This design comes from an exercise in tuning for small area, a short achievable clock period and few clock cycles per item on the open sky130 flow, not from production work. At most, simulation tests tie the RTL to the original design; equivalence was not proved. For run 1, only the layout was checked, not whether the RTL still works. Power and IR drop assume default switching activity.

==> flow/design.v, too long to show whole: its modules and the start of the top module <==
// module fpmul: 5759 lines
// module fpmul64: 21 lines
module fpmul64 (
    input         clk,
    input         rst,
    input         valid,
    input  [63:0] a,
    input  [63:0] b,
    output [63:0] result,
    output [2:0]  fex,
    output        done
);
  // ...
==> flow/run.sh <==
#!/bin/bash
# synth_recipe.tcl (not shown) runs the flow's synth.tcl, then flattens the netlist and writes it again
# the make line also repeats each setting of config.mk as NAME=value (left out here)
make -C /OpenROAD-flow-scripts/flow DESIGN_CONFIG=/design/flow/config.mk WORK_HOME=/design/flow/orfs CLKGATE_MAP_FILE= SYNTH_SCRIPT=/design/flow/synth_recipe.tcl finish
==> flow/config.mk <==
export PLATFORM = sky130hd
export DESIGN_NAME = fpmul64
export DESIGN_NICKNAME = fpmul64
export VERILOG_FILES = /design/flow/design.v
export SDC_FILE = /design/flow/constraint.sdc
export NUM_CORES = 8
export LEC_CHECK = 0
export ABC_AREA = 1
export CAP_MARGIN = 20
export CORE_MARGIN = 2
export CORE_UTILIZATION = 40
export SLEW_MARGIN = 20
==> flow/constraint.sdc <==
create_clock -name core_clock -period 16.0 [get_ports {clk}]
set_input_delay 3.2000 -clock core_clock [delete_from_list [all_inputs] [get_ports {clk}]]
set_output_delay 3.2000 -clock core_clock [all_outputs]
set_load 0.01 [all_outputs]
==> reports/results.md, run 1 <==
Logic synthesis
- sky130_fd_sc_hd__inv_1, sky130_fd_sc_hd__xor2_1, sky130_fd_sc_hd__o22ai_1, sky130_fd_sc_hd__fa_1, sky130_fd_sc_hd__nand2_1 — top cells by instance count after synthesis
- 856 — synthesized flop and latch total
- 1 — synth warn
- 10930 — count of mapped cells out of synthesis
- 0.1123 — simple-gate share of the synthesized area
- 0.005162 — share of synthesized area spent on multiplexers

Final layout
- 0.1008 mm2 — Post-Layout Inst Area
- 0.06613 mm2 — combined area of the multi-input logic cells
- 0.03482 — Data buffer area share
- 8.324% — Synth-to-Final Area Change

GRT
- 38 — initial antenna violation count
- 0.1725 — met3 global-route usage
- 0.3510 — global routing usage summed across all routing layers

Critical path
- 22 — cell depth of the worst setup path
- 16.61 ns — CP required
- 0 — crit path buf inv count
- register — Worst setup SP type
- 0.65 ns — slowest stage delay, CP
- u_mul.r2_t[219] — R2R Path Start
- u_mul.r3_inx — RR Endpoint

Detailed routing
- 30.96 um — Avg WL per Cell
- 6.344 — post-DR vias/cell
- 14 — drt first pass iters
- 168800 um — met2 wire length

Timing
- 0 — Final Setup Violations
- 0.09512 — Slew Limit Headroom
- 0.4261 — final period utilization

Power and ir drop
- 0.5360 — switch share
- 3700 uW — Flop+latch power

Clocking
- done — CTS tree
- 856 — number of clock sinks

Status
- no timing/DRC/antenna violations — result of the run

Floorplanning
- 486.4 um — width of the chip

==> run 2, diff against run 1 <==
--- a/flow/design.v
+++ b/flow/design.v
@@ -265,30 +265,34 @@
     wire [3:0] lzb_c3_3 = lzb_v2_6 ? {1'b0, lzb_c2_6} : {1'b1, lzb_c2_7};
     wire lzb_v4_0 = lzb_v3_0 | lzb_v3_1;
     wire [4:0] lzb_c4_0 = lzb_v3_0 ? {1'b0, lzb_c3_0} : {1'b1, lzb_c3_1};
     wire lzb_v4_1 = lzb_v3_2 | lzb_v3_3;
     wire [4:0] lzb_c4_1 = lzb_v3_2 ? {1'b0, lzb_c3_2} : {1'b1, lzb_c3_3};
     wire lzb_v5_0 = lzb_v4_0 | lzb_v4_1;
     wire [5:0] lzb_c5_0 = lzb_v4_0 ? {1'b0, lzb_c4_0} : {1'b1, lzb_c4_1};
     wire [5:0] lzb_cnt = lzb_c5_0;
+    wire s0_suba = ~|a[62:52] & |a[51:0];
+    wire s0_subb = ~|b[62:52] & |b[51:0];
     reg [63:0] r0_a, r0_b;
     reg [5:0] r0_lza, r0_lzb;
+    reg r0_suba, r0_subb;
     always @(posedge clk) begin
         r0_a <= a; r0_b <= b; r0_lza <= lza_cnt; r0_lzb <= lzb_cnt;
+        r0_suba <= s0_suba; r0_subb <= s0_subb;
     end
     wire [10:0] ea = r0_a[62:52];
     wire [10:0] eb = r0_b[62:52];
     wire [51:0] ma = r0_a[51:0];
     wire [51:0] mb = r0_b[51:0];
     wire ea_z = ~|ea, eb_z = ~|eb, ea_m = &ea, eb_m = &eb;
     wire ma_z = ~|ma, mb_z = ~|mb;
     wire nan_a = ea_m & ~ma_z, nan_b = eb_m & ~mb_z;
     wire inf_a = ea_m & ma_z, inf_b = eb_m & mb_z;
-    wire sub_a = ea_z & ~ma_z, sub_b = eb_z & ~mb_z;
+    wire sub_a = r0_suba, sub_b = r0_subb;
     wire zero_a = ea_z & ma_z, zero_b = eb_z & mb_z;
     wire s1_spec = nan_a | nan_b | inf_a | inf_b | zero_a | zero_b;
     wire s1_nan = nan_a | nan_b | (zero_a & inf_b) | (inf_a & zero_b);
     wire s1_inf = inf_a | inf_b;
     wire s1_sgn = r0_a[63] ^ r0_b[63];
     wire [5:0] sha = sub_a ? r0_lza : 6'd0;
     wire [5:0] shb = sub_b ? r0_lzb : 6'd0;
     wire [51:0] s1_fa = ma << sha;
@@ -5707,27 +5711,27 @@
     assign ad_sum[99] = ad_p99_99 ^ ad_g98_0;
     assign ad_sum[100] = ad_p100_100 ^ ad_g99_0;
     assign ad_sum[101] = ad_p101_101 ^ ad_g100_0;
     assign ad_sum[102] = ad_p102_102 ^ ad_g101_0;
     assign ad_sum[103] = ad_p103_103 ^ ad_g102_0;
     assign ad_sum[104] = ad_p104_104 ^ ad_g103_0;
     assign ad_sum[105] = ad_p105_105 ^ ad_g104_0;
     wire [105:0] P = ad_sum;
-    wire s3_ovf = P[105];
-    wire s3_inx = s3_ovf ? (|P[52:1]) : (|P[51:0]);
+    wire s3_lo = |P[51:1];
     reg [53:0] r3_w;
-    reg r3_inx;
+    reg r3_lo, r3_p0;
     reg [12:0] r3_e;
     reg r3_spec, r3_nan, r3_inf, r3_sgn;
     always @(posedge clk) begin
-        r3_w <= P[105:52]; r3_inx <= s3_inx;
+        r3_w <= P[105:52]; r3_lo <= s3_lo; r3_p0 <= P[0];
         r3_e <= r2_e; r3_spec <= r2_spec; r3_nan <= r2_nan; r3_inf <= r2_inf; r3_sgn <= r2_sgn;
     end
     wire ovf = r3_w[53];
+    wire r3_inx = r3_lo | (ovf ? r3_w[0] : r3_p0);
     wire signed [12:0] e = r3_e;
     wire signed [12:0] ne = e + {12'd0, ovf};
     wire big  = ne >= 13'sd2047;
     wire tiny = ne < -13'sd52;
     wire subn = ne <= 13'sd0;
     wire [5:0] shs = 6'd1 - r3_e[5:0];
     wire [53:0] wsh = r3_w >> shs;
     wire [51:0] mant_n = ovf ? r3_w[52:1] : r3_w[51:0];
==> flow/flow/run.sh (new file) <==
#!/bin/bash
# Own layout flow.
#  1. the standard synthesis (standard.sh synth), unchanged.
#  2. flow/netopt.py: a polarity clean-up of the synthesised netlist. A full adder is self-dual
#     (FA(~a,~b,~c) = ~FA(a,b,c)), so the inverters Yosys's extract_fa leaves between full adders
#     can mostly be removed by letting some adders (and XOR/XNOR gates) work on complemented
#     signals. Registers are not touched.
#  3. the standard ORFS floorplan, placement, CTS and routing (standard.sh finish) on that
#     netlist, with a setup margin so that repair_timing works toward a shorter period than the
#     16 ns clock. The SDC is the design's.
# Each tool's output goes to a log of its own in this folder.
set -euo pipefail
R=orfs/results/${FLOW_PLATFORM}/fpmul64/base
bash standard.sh synth > synth.log 2>&1
cp "$R/1_2_yosys.v" 1_2_yosys.standard.v
python3 flow/netopt.py 1_2_yosys.standard.v 1_2_yosys.netopt.v > netopt.log 2>&1
cp 1_2_yosys.netopt.v "$R/1_2_yosys.v"
rm -f "$R/1_synth.odb"
bash standard.sh SETUP_SLACK_MARGIN=11 finish > pnr.log 2>&1
==> flow/flow/netopt.py (new file) <==
#!/usr/bin/env python3
"""Polarity optimisation of a flat Yosys netlist of sky130 cells.

A full adder is self-dual: FA(~a, ~b, ~c) = (~sum, ~cout). Yosys's extract_fa leaves many
inverters between full adders. This pass chooses, for every full adder and every XOR/XNOR gate,
whether it computes its function or its complement, and rebuilds the inverters so that every pin
sees the same logic value as before, with as few inverters as it can.

usage: netopt.py IN.v OUT.v
"""
import re
import sys
import random
from collections import defaultdict

PFX = "sky130_fd_sc_hd__"
OUTPINS = {"X", "Y", "Q", "Q_N", "SUM", "COUT", "HI", "LO"}


def parse(path):
    txt = open(path).read()
    m = re.search(r"^module .*?;\n", txt, re.M | re.S)
    head_end = m.end()
    body = txt[head_end:]
    decls = []
    insts = []
    assigns = []
    pos = 0
    inst_re = re.compile(r"\s*(\S+)\s+(\S+)\s*\((.*?)\);\n", re.S)
    lines = body.split("\n")
    i = 0
    while i < len(lines):
        ln = lines[i]
        s = ln.strip()
        if s.startswith("wire ") or s.startswith("input ") or s.startswith("output ") or s.startswith("reg "):
            decls.append(ln)
            i += 1
        elif s.startswith("assign "):
            assigns.append(ln)
            i += 1
        elif s.startswith(PFX):
            # instance until ");"
            buf = [ln]
            while not lines[i].rstrip().endswith(");"):
                i += 1
                buf.append(lines[i])
            i += 1
            blk = "\n".join(buf)
            mm = re.match(r"\s*(\S+)\s+(\S+)\s*\((.*)\);\s*$", blk, re.S)
            typ, name, pins = mm.group(1), mm.group(2), mm.group(3)
            pd = {}
            for pm in re.finditer(r"\.(\w+)\((.*?)\)\s*(,|$)", pins, re.S):
                pd[pm.group(1)] = pm.group(2).strip()
            insts.append([typ, name, pd])
        elif s == "endmodule" or s == "":
            i += 1
        else:
            raise SystemExit("unparsed line: %r" % ln)
    return txt[:head_end], decls, assigns, insts


def esc(n):
    return n + " " if n.startswith("\\") else n


def kind(typ):
    t = typ[len(PFX):]
    base = t.rsplit("_", 1)[0]
    return base


def main():
    src, dst = sys.argv[1], sys.argv[2]
    head, decls, assigns, insts = parse(src)
    if assigns:
        sys.stderr.write("note: %d assign statements kept as they are\n" % len(assigns))
    drv = {}
    loads = defaultdict(list)
    for idx, (typ, name, pd) in enumerate(insts):
        for p, n in pd.items():
            if p in OUTPINS:
                drv[n] = (idx, p)
            else:
                loads[n].append((idx, p))
    # nets used by assigns or ports are kept as they are (their consumers are fixed)
    fixed_nets = set()
    for a in assigns:
        for tok in re.findall(r"\\\S+ ?(?:\[\d+\])?|[A-Za-z_][\w$]*(?:\s*\[\d+\])?", a):
            fixed_nets.add(tok.strip())
    ports_out = set()
    for d in decls:
        s = d.strip()
        if s.startswith("output"):
            mm = re.match(r"output\s+(\[(\d+):(\d+)\]\s+)?(\S+);", s)
            if mm.group(1):
                for k in range(int(mm.group(3)), int(mm.group(2)) + 1):
                    ports_out.add("%s[%d]" % (mm.group(4), k))
            else:
                ports_out.add(mm.group(4))

    def is_inv(idx):
        return kind(insts[idx][0]) in ("inv", "clkinv")

    def flippable(idx):
        k = kind(insts[idx][0])
        return k in ("fa", "xor2", "xnor2")

    # trace every input pin of every non-inverter cell back through inverter chains
    pins = []  # (cell idx, pin, root net, parity)
    for idx, (typ, name, pd) in enumerate(insts):
        if is_inv(idx):
            continue
        for p, n in pd.items():
            if p in OUTPINS:
                continue
            r, par = n, 0
            seen = 0
            while r in drv and is_inv(drv[r][0]) and seen < 50:
                r = insts[drv[r][0]][2]["A"]
                par ^= 1
                seen += 1
            pins.append((idx, p, r, par))
    # roots whose inverters also feed something we do not rebuild (ports, assigns) stay as they are
    keep_inv = set()
    for n in list(ports_out) + list(fixed_nets):
        r = n
        while r in drv and is_inv(drv[r][0]):
            keep_inv.add(drv[r][0])
            r = insts[drv[r][0]][2]["A"]

    # variables: flip[idx] for flippable cells
    var = {idx: 0 for idx in range(len(insts)) if flippable(idx)}
    # pin needs inverted root iff par ^ flip(consumer if FA input) ^ flip(root driver)
    # xor2/xnor2 inputs are not flipped by flipping the gate (we complement the output instead)
    root_pins = defaultdict(list)
    for k, (idx, p, r, par) in enumerate(pins):
        root_pins[r].append(k)

    def root_flip(r):
        d = drv.get(r)
        if d is None:
            return 0
        return var.get(d[0], 0)

    def pin_flip(idx):
        if kind(insts[idx][0]) == "fa":
            return var[idx]
        return 0

    def need(k):
        idx, p, r, par = pins[k]
        return par ^ pin_flip(idx) ^ root_flip(r)

    def root_cost(r):
        # one inverter per root that some pin needs inverted
        for k in root_pins[r]:
            if need(k):
                return 1
        return 0

    # roots touched by each variable
    touch = defaultdict(set)
    for k, (idx, p, r, par) in enumerate(pins):
        if idx in var and kind(insts[idx][0]) == "fa":
            touch[idx].add(r)
        d = drv.get(r)
        if d is not None and d[0] in var:
            touch[d[0]].add(r)
    for idx in var:
        for p, n in insts[idx][2].items():
            if p in OUTPINS:
                touch[idx].add(n)

    roots = list(root_pins)
    cost = sum(root_cost(r) for r in roots)
    sys.stderr.write("inverters before: %d, rebuilt-count at start: %d\n"
                     % (sum(1 for i in range(len(insts)) if is_inv(i)), cost))
    # parity-consistent start: colour the graph of flippable cells joined by the pins between them
    adj = defaultdict(list)
    for k, (idx, p, r, par) in enumerate(pins):
        d = drv.get(r)
        if d is None or d[0] not in var:
            continue
        if idx in var and kind(insts[idx][0]) == "fa":
            adj[idx].append((d[0], par))
            adj[d[0]].append((idx, par))
    comp = {}
    comps = []
    for s0 in var:
        if s0 in comp or s0 not in adj:
            continue
        cid = len(comps)
        comps.append([s0])
        comp[s0] = cid
        var[s0] = 0
        stack = [s0]
        while stack:
            u = stack.pop()
            for w, par in adj[u]:
                if w not in comp:
                    comp[w] = cid
                    var[w] = var[u] ^ par
                    comps[cid].append(w)
                    stack.append(w)
    cost = sum(root_cost(r) for r in roots)
    sys.stderr.write("after colouring: %d (%d components)\n" % (cost, len(comps)))
    for members in comps:
        rs = set()
        for v in members:
            rs |= touch[v]
        before = sum(root_cost(r) for r in rs)
        for v in members:
            var[v] ^= 1
        after = sum(root_cost(r) for r in rs)
        if after < before:
            cost += after - before
        else:
            for v in members:
                var[v] ^= 1
    sys.stderr.write("after component flips: %d\n" % cost)
    order = list(var)
    rng = random.Random(1)
    for it in range(30):
        improved = 0
        rng.shuffle(order)
        for v in order:
            rs = touch[v]
            before = sum(root_cost(r) for r in rs)
            var[v] ^= 1
            after = sum(root_cost(r) for r in rs)
            if after < before:
                cost += after - before
                if after < before:
                    improved += 1
            else:
                var[v] ^= 1
        sys.stderr.write("pass %d: cost %d, improved %d\n" % (it, cost, improved))
        if improved == 0 and it > 5:
            break

    # rebuild
    new_insts = []
    inv_of = {}
    new_wires = []
    nid = [0]

    def inverted(r):
        if r not in inv_of:
            w = "_npol%d_" % nid[0]
            nid[0] += 1
            new_wires.append("  wire %s;" % w)
            new_insts.append([PFX + "inv_1", "_npolinv%d_" % (nid[0] - 1), {"A": r, "Y": w}])
            inv_of[r] = w
        return inv_of[r]

    for k, (idx, p, r, par) in enumerate(pins):
        insts[idx][2][p] = inverted(r) if need(k) else r
    for idx, v in var.items():
        if not v:
            continue
        typ = insts[idx][0]
        k = kind(typ)
        if k == "xor2":
            insts[idx][0] = typ.replace("xor2", "xnor2")
            pd = insts[idx][2]
            pd["Y"] = pd.pop("X")
        elif k == "xnor2":
            insts[idx][0] = typ.replace("xnor2", "xor2")
            pd = insts[idx][2]
            pd["X"] = pd.pop("Y")
        # fa: inputs already rewired; outputs now carry the complements, which need() accounted for
    # drop inverters that no longer drive anything, keeping those that feed ports/assigns
    used = set()
    for typ, name, pd in insts + new_insts:
        for p, n in pd.items():
            if p not in OUTPINS:
                used.add(n)
    used |= ports_out | fixed_nets
    # iterate: removing an inverter may free its input inverter
    alive = [True] * len(insts)
    changed = True
    while changed:
        changed = False
        used = set()
        for i2, (typ, name, pd) in enumerate(insts):
            if not alive[i2]:
                continue
            for p, n in pd.items():
                if p not in OUTPINS:
                    used.add(n)
        for typ, name, pd in new_insts:
            used.add(pd["A"])
        used |= ports_out | fixed_nets
        for i2 in range(len(insts)):
            if alive[i2] and is_inv(i2) and i2 not in keep_inv and insts[i2][2]["Y"] not in used:
                alive[i2] = False
                changed = True
    out = [head]
    out += decls
    out += new_wires
    for i2, (typ, name, pd) in enumerate(insts):
        if not alive[i2]:
            continue
        out.append("  %s %s (" % (typ, name))
        out.append(",\n".join("    .%s(%s)" % (p, esc(n)) for p, n in pd.items()))
        out.append("  );")
    for typ, name, pd in new_insts:
        out.append("  %s %s (" % (typ, name))
        out.append(",\n".join("    .%s(%s)" % (p, esc(n)) for p, n in pd.items()))
        out.append("  );")
    out += assigns
    out.append("endmodule")
    open(dst, "w").write("\n".join(out) + "\n")
    ninv = sum(1 for i2 in range(len(insts)) if alive[i2] and is_inv(i2)) + len(new_insts)
    sys.stderr.write("inverters after: %d (flipped %d cells)\n" % (ninv, sum(var.values())))


if __name__ == "__main__":
    main()
==> flow/standard.sh (new file) <==
#!/bin/bash
# synth_recipe.tcl (not shown) runs the flow's synth.tcl, then flattens the netlist and writes it again
# the make line also repeats each setting of config.mk as NAME=value (left out here)
make -C /OpenROAD-flow-scripts/flow DESIGN_CONFIG=/design/flow/config.mk WORK_HOME=/design/flow/orfs CLKGATE_MAP_FILE= SYNTH_SCRIPT=/design/flow/synth_recipe.tcl "${@:-finish}"
removed: flow/run.sh
==> run 2 against run 1 <==
Compared with the run above:
- die area is 4.8% lower
- first-iteration DRC count is 2.5% lower
- cell count is 8.5% lower
- global-route usage is 0.85 points higher
- sequential share of layout area is 0.82 points higher
- routed wire length is 3.0% lower
- hold slack worse by 0.0049 ns
- clock power is 3% lower
- utilization is 0.42 points higher
- total power is 0.15% higher
- critical endpoint is now u_mul.r2_t[154]
- largest cell class unchanged
- highest routed layer unchanged
==> reports/results.md, run 2 <==
Floorplanning
- 474.7 um — height of the chip, was 486.4 um
- 0.2253 mm2 — area of the die, was 0.2366 mm2
- 0.2199 mm2 — area of the core region, was 0.2319 mm2
- 474.7 um — width of the chip, was 486.4 um
- 172 — num rows, was 177
- 0.4029 — effective utilization at floorplan, was 0.4014
- 199 — Top Ports, unchanged

Logic synthesis
- 1 — synth warn, unchanged
- 9744 — count of mapped cells out of synthesis, was 10930
- 9.094 um2 — Post-Synthesis Mean Instance Area, was 8.517 um2
- 0.08861 mm2 — Post-Synthesis Cell Area, was 0.09307 mm2
- 11480 — number of nets in the synthesized netlist, was 12660

GRT
- 28 — initial antenna violation count, was 38
- 83000 — vias in the first global route, was 87920
- 113 — largest net degree at the start of global routing, was 102
- 0.3594 — global routing usage summed across all routing layers, was 0.3510
- 0 — GR Overflow Total, unchanged
- 586300 um — wire length of the first global-routing pass, was 607100 um

Place
- 1.027 — routability-driven placement congestion ratio, was 1.008
- 260100 um — detailed placement HPWL, was 268400 um
- 198 — input/output buffers, unchanged
- 10.21 ns — pre-CTS setup slack, was 9.351 ns
- 12230 — Cell Count Post-Placement, was 13480

Timing
- 0.02223 — Slew Limit Headroom, was 0.09512
- 0.05437 ns — largest clock skew in the final design, was 0.05509 ns
- 1.461 ns — transition at the pin with the smallest max-transition slack, was 1.357 ns
- 0 ns — Setup Total Neg Slack, unchanged
- 5.157 ns — Period minus WS final, was 6.817 ns
- 0 — final hold violation count, unchanged
- 193.9 MHz — max frequency, was 146.7 MHz
- yes — RSZ-0062 raised after global routing, was no
- 0 — final-report max-slew violation count, unchanged
- 0.3223 — final period utilization, was 0.4261
- 0.3219 ns — Hold WS, was 0.3269 ns
- 0 — Final Setup Violations, unchanged
- 10.84 ns — post-layout worst setup margin, was 9.183 ns

Critical path
- u_mul.r2_t[154] — RR Endpoint, was u_mul.r3_inx
- u_mul.r2_t[154] — capture point of the worst path, was u_mul.r3_inx
- reg -> reg — category of the most critical setup path, unchanged
- 34 — biggest fanout along the worst timing path, was 6
- u_mul.r1_two[4] — R2R Path Start, was u_mul.r2_t[219]
- 10.84 ns — setup slack of the most critical reg-to-reg path, was 9.18 ns
- 9 — r2r worst-path depth, was 22
- u_mul.r1_two[4] — start point of the critical path, was u_mul.r2_t[219]
- 5.80 ns — arrival time of data at the critical path endpoint, was 7.42 ns
- register — Worst setup SP type, unchanged
- register — Worst setup EP type, unchanged
- 16.64 ns — CP required, was 16.61 ns

Final layout
- 0.06499 — ratio of cells with drive above 1 in the final layout, was 0.05130
- 0.06568 mm2 — combined area of the multi-input logic cells, was 0.06613 mm2
- 12560 — fin cells, was 13720
- sky130_fd_sc_hd__o22ai_1, sky130_fd_sc_hd__fa_1, sky130_fd_sc_hd__nand2_1, sky130_fd_sc_hd__xnor2_1, sky130_fd_sc_hd__dfxtp_1 — most frequent cells in the layout, was sky130_fd_sc_hd__inv_1, sky130_fd_sc_hd__xor2_1, sky130_fd_sc_hd__o22ai_1, sky130_fd_sc_hd__fa_1, sky130_fd_sc_hd__nand2_1
- 21420 — final-layout fill cell count, was 22740
- 0.01724 mm2 — register area, was 0.01718 mm2
- 11130 — number of nets in the final layout, was 12270
- u_mul.r2_t — largest reg by FF count, unchanged
- sky130_fd_sc_hd__o22ai_1 — leading cell type in the layout, fill and taps excluded, was sky130_fd_sc_hd__inv_1
- 407 — number of flip-flops in the largest register, unchanged
- 8.963% — Synth-to-Final Area Change, was 8.324%

Power and ir drop
- 0.091 — share of power burned in the clock network, was 0.095
- 0.141 — Flop pwr share, about the same
- 273.0 mW/mm2 — power density over cell area, was 261.0 mW/mm2
- 0.767 — part of the power in combinational logic, was 0.765
- 0.5254 — switch share, was 0.5360
- 13850 uW — Sw Pwr, was 14110 uW
- 12510 uW — Internal Dissipation, was 12210 uW
- 0.03759 uW — leakage power of the design, was 0.04636 uW
- 0.2672 mV — IR drop worst, VDD, was 0.2687 mV

Run
- 0 — number of max-cap violations, unchanged

Clocking
- 0.80 ns — worst skew pair latency, was 0.81 ns
- 859 — number of clock sinks, was 856
- sky130_fd_sc_hd__clkbuf_16 — CTS Root Cell, unchanged
- 0 — Hold Buf Count CTS, unchanged
- 3 — buffer levels on the longest clock path, unchanged
- 0.06 ns — clock slew seen by the registers of the worst setup and hold paths, was 0.07 ns
- done — CTS tree, unchanged
- 103 — CTS Buf Count, was 101
- 3 — CTS H-tree lvls, unchanged

Detailed routing
- 411900 um — Detailed Route WL, was 424700 um
- 82850 — routed via count, was 87030
- 0 — count of nets left with antenna violations after detail routing, unchanged
- 6.598 — post-DR vias/cell, was 6.344
- 14 — drt first pass iters, unchanged
- 0 — post-route DRC violation count, unchanged
- 13580 — DR iter-0 viols, was 13930
- 32.80 um — Avg WL per Cell, was 30.96 um

Status
- no timing/DRC/antenna violations — result of the run, unchanged

Worst hold path
- reg -> reg — classification of the worst-slack hold path, unchanged

run 2: power by group through the flow:
stage	registers (uW)	clock network, uW	logic, uW
floorplan	3600	0	12000
global placement	3720	0	18700
detailed placement	3740	0	19100
CTS	3700	2440	19300
global route	3780	2520	21900
finish	3720	2410	20200
run 2: critical path, stage by stage (launching register included):
cell and delay, ns:
sky130_fd_sc_hd__dfxtp_1 0.67, sky130_fd_sc_hd__clkinvlp_4 0.72, sky130_fd_sc_hd__buf_4 0.63, sky130_fd_sc_hd__o22ai_1 0.26, sky130_fd_sc_hd__xnor2_1 0.13, sky130_fd_sc_hd__fa_1 0.49, sky130_fd_sc_hd__fa_1 0.44, sky130_fd_sc_hd__fa_1 0.48
sky130_fd_sc_hd__fa_1 0.60, sky130_fd_sc_hd__fa_1 0.55
run 2: layout make-up:
| cell class | instances | share of cell area |
|---|---|---|
| repair buffers | 435 | 0.03947 |
| diodes | 120 | 0.003110 |
| well taps | 2958 | 0.03833 |
| flip-flops and latches | 859 | 0.1786 |
| clock buffers | 129 | 0.02895 |
| inverters | 613 | 0.02498 |
| clock inverters | 57 | 0.006362 |
| multi-input cells | 7386 | 0.6802 |
run 2: worst min path at each step:
stage	cells past startpoint	endpoint	start	slack (ns)
2_1_floorplan	0	u_mul.r2_e[0]	u_mul.r1_e[0]	0.31
3_3_place_gp	0	u_mul.r3_e[12]	u_mul.r2_e[12]	0.31
3_5_place_dp	0	u_mul.r3_e[0]	u_mul.r2_e[0]	0.31
4_1_cts	0	u_mul.r3_e[0]	u_mul.r2_e[0]	0.32
5_1_grt	0	u_mul.r3_e[11]	u_mul.r2_e[11]	0.33
6_report	0	u_mul.r3_e[5]	u_mul.r2_e[5]	0.32
run 2: metal layers:
| metal | global-route usage | routed length (um) | share of wire |
|---|---|---|---|
| met1 | 0.4128 | 141600 | 0.34 |
| met2 | 0.4982 | 159700 | 0.39 |
| met3 | 0.2072 | 70840 | 0.17 |
| met4 | 0.2288 | 37350 | 0.091 |
| met5 | 0.09799 | 2391 | 0.0058 |
run 2: timing repair:
item                       4_1_cts  5_1_grt
pin swaps                        1        2
buffers inserted                 2       15
setup endpoints to repair       25       81
resized for setup               11       36
run 2: metrics by stage:
stage	total power, uW	instance area, um2	util
after global routing	28230	96500	0.4388
after detailed placement	22840	92500	0.4206
after CTS	25430	95970	0.4363
after global placement	22410	92500	0.4206
after floorplan	15630	88610	-
final	26360	96560	0.4390
Testbench counts of run 2, summed over its fixed seeds: cycles 32,032, items 32,000.

==> afterwards: timing with drivers on the ports <==
How much do the figures lean on ideal ports? The routed layouts below were timed once more, with nothing changed but the port constraints.
Step 1 assumes that a clkbuf_16 drives the clock port and a buf_2 every other input.
Step 2 also shifts input and output timing later by t, the mid clock arrival at the registers, as if the neighbouring blocks saw the same clock.
Three values: ideal, step 1, step 2; two values: the first two.
| run | t (ns) | setup WS [ns] | worst setup path after step 2 | latest minus earliest clock arrival (ns) | cell pins on the clock port's net |
|---|---|---|---|---|---|
| run 1 | 0.885 | 9.183 / 9.183 / 9.183 | register to register | 0.056 / 0.057 | 1 |
| run 2 | 0.878 | 10.843 / 10.843 / 10.522 | input to register | 0.055 / 0.054 | 1 |
After both steps every run listed still meets setup and hold. The setup slack of run 2, which loses most, moves by 0.000 ns with the drivers and by -0.321 ns with both steps.
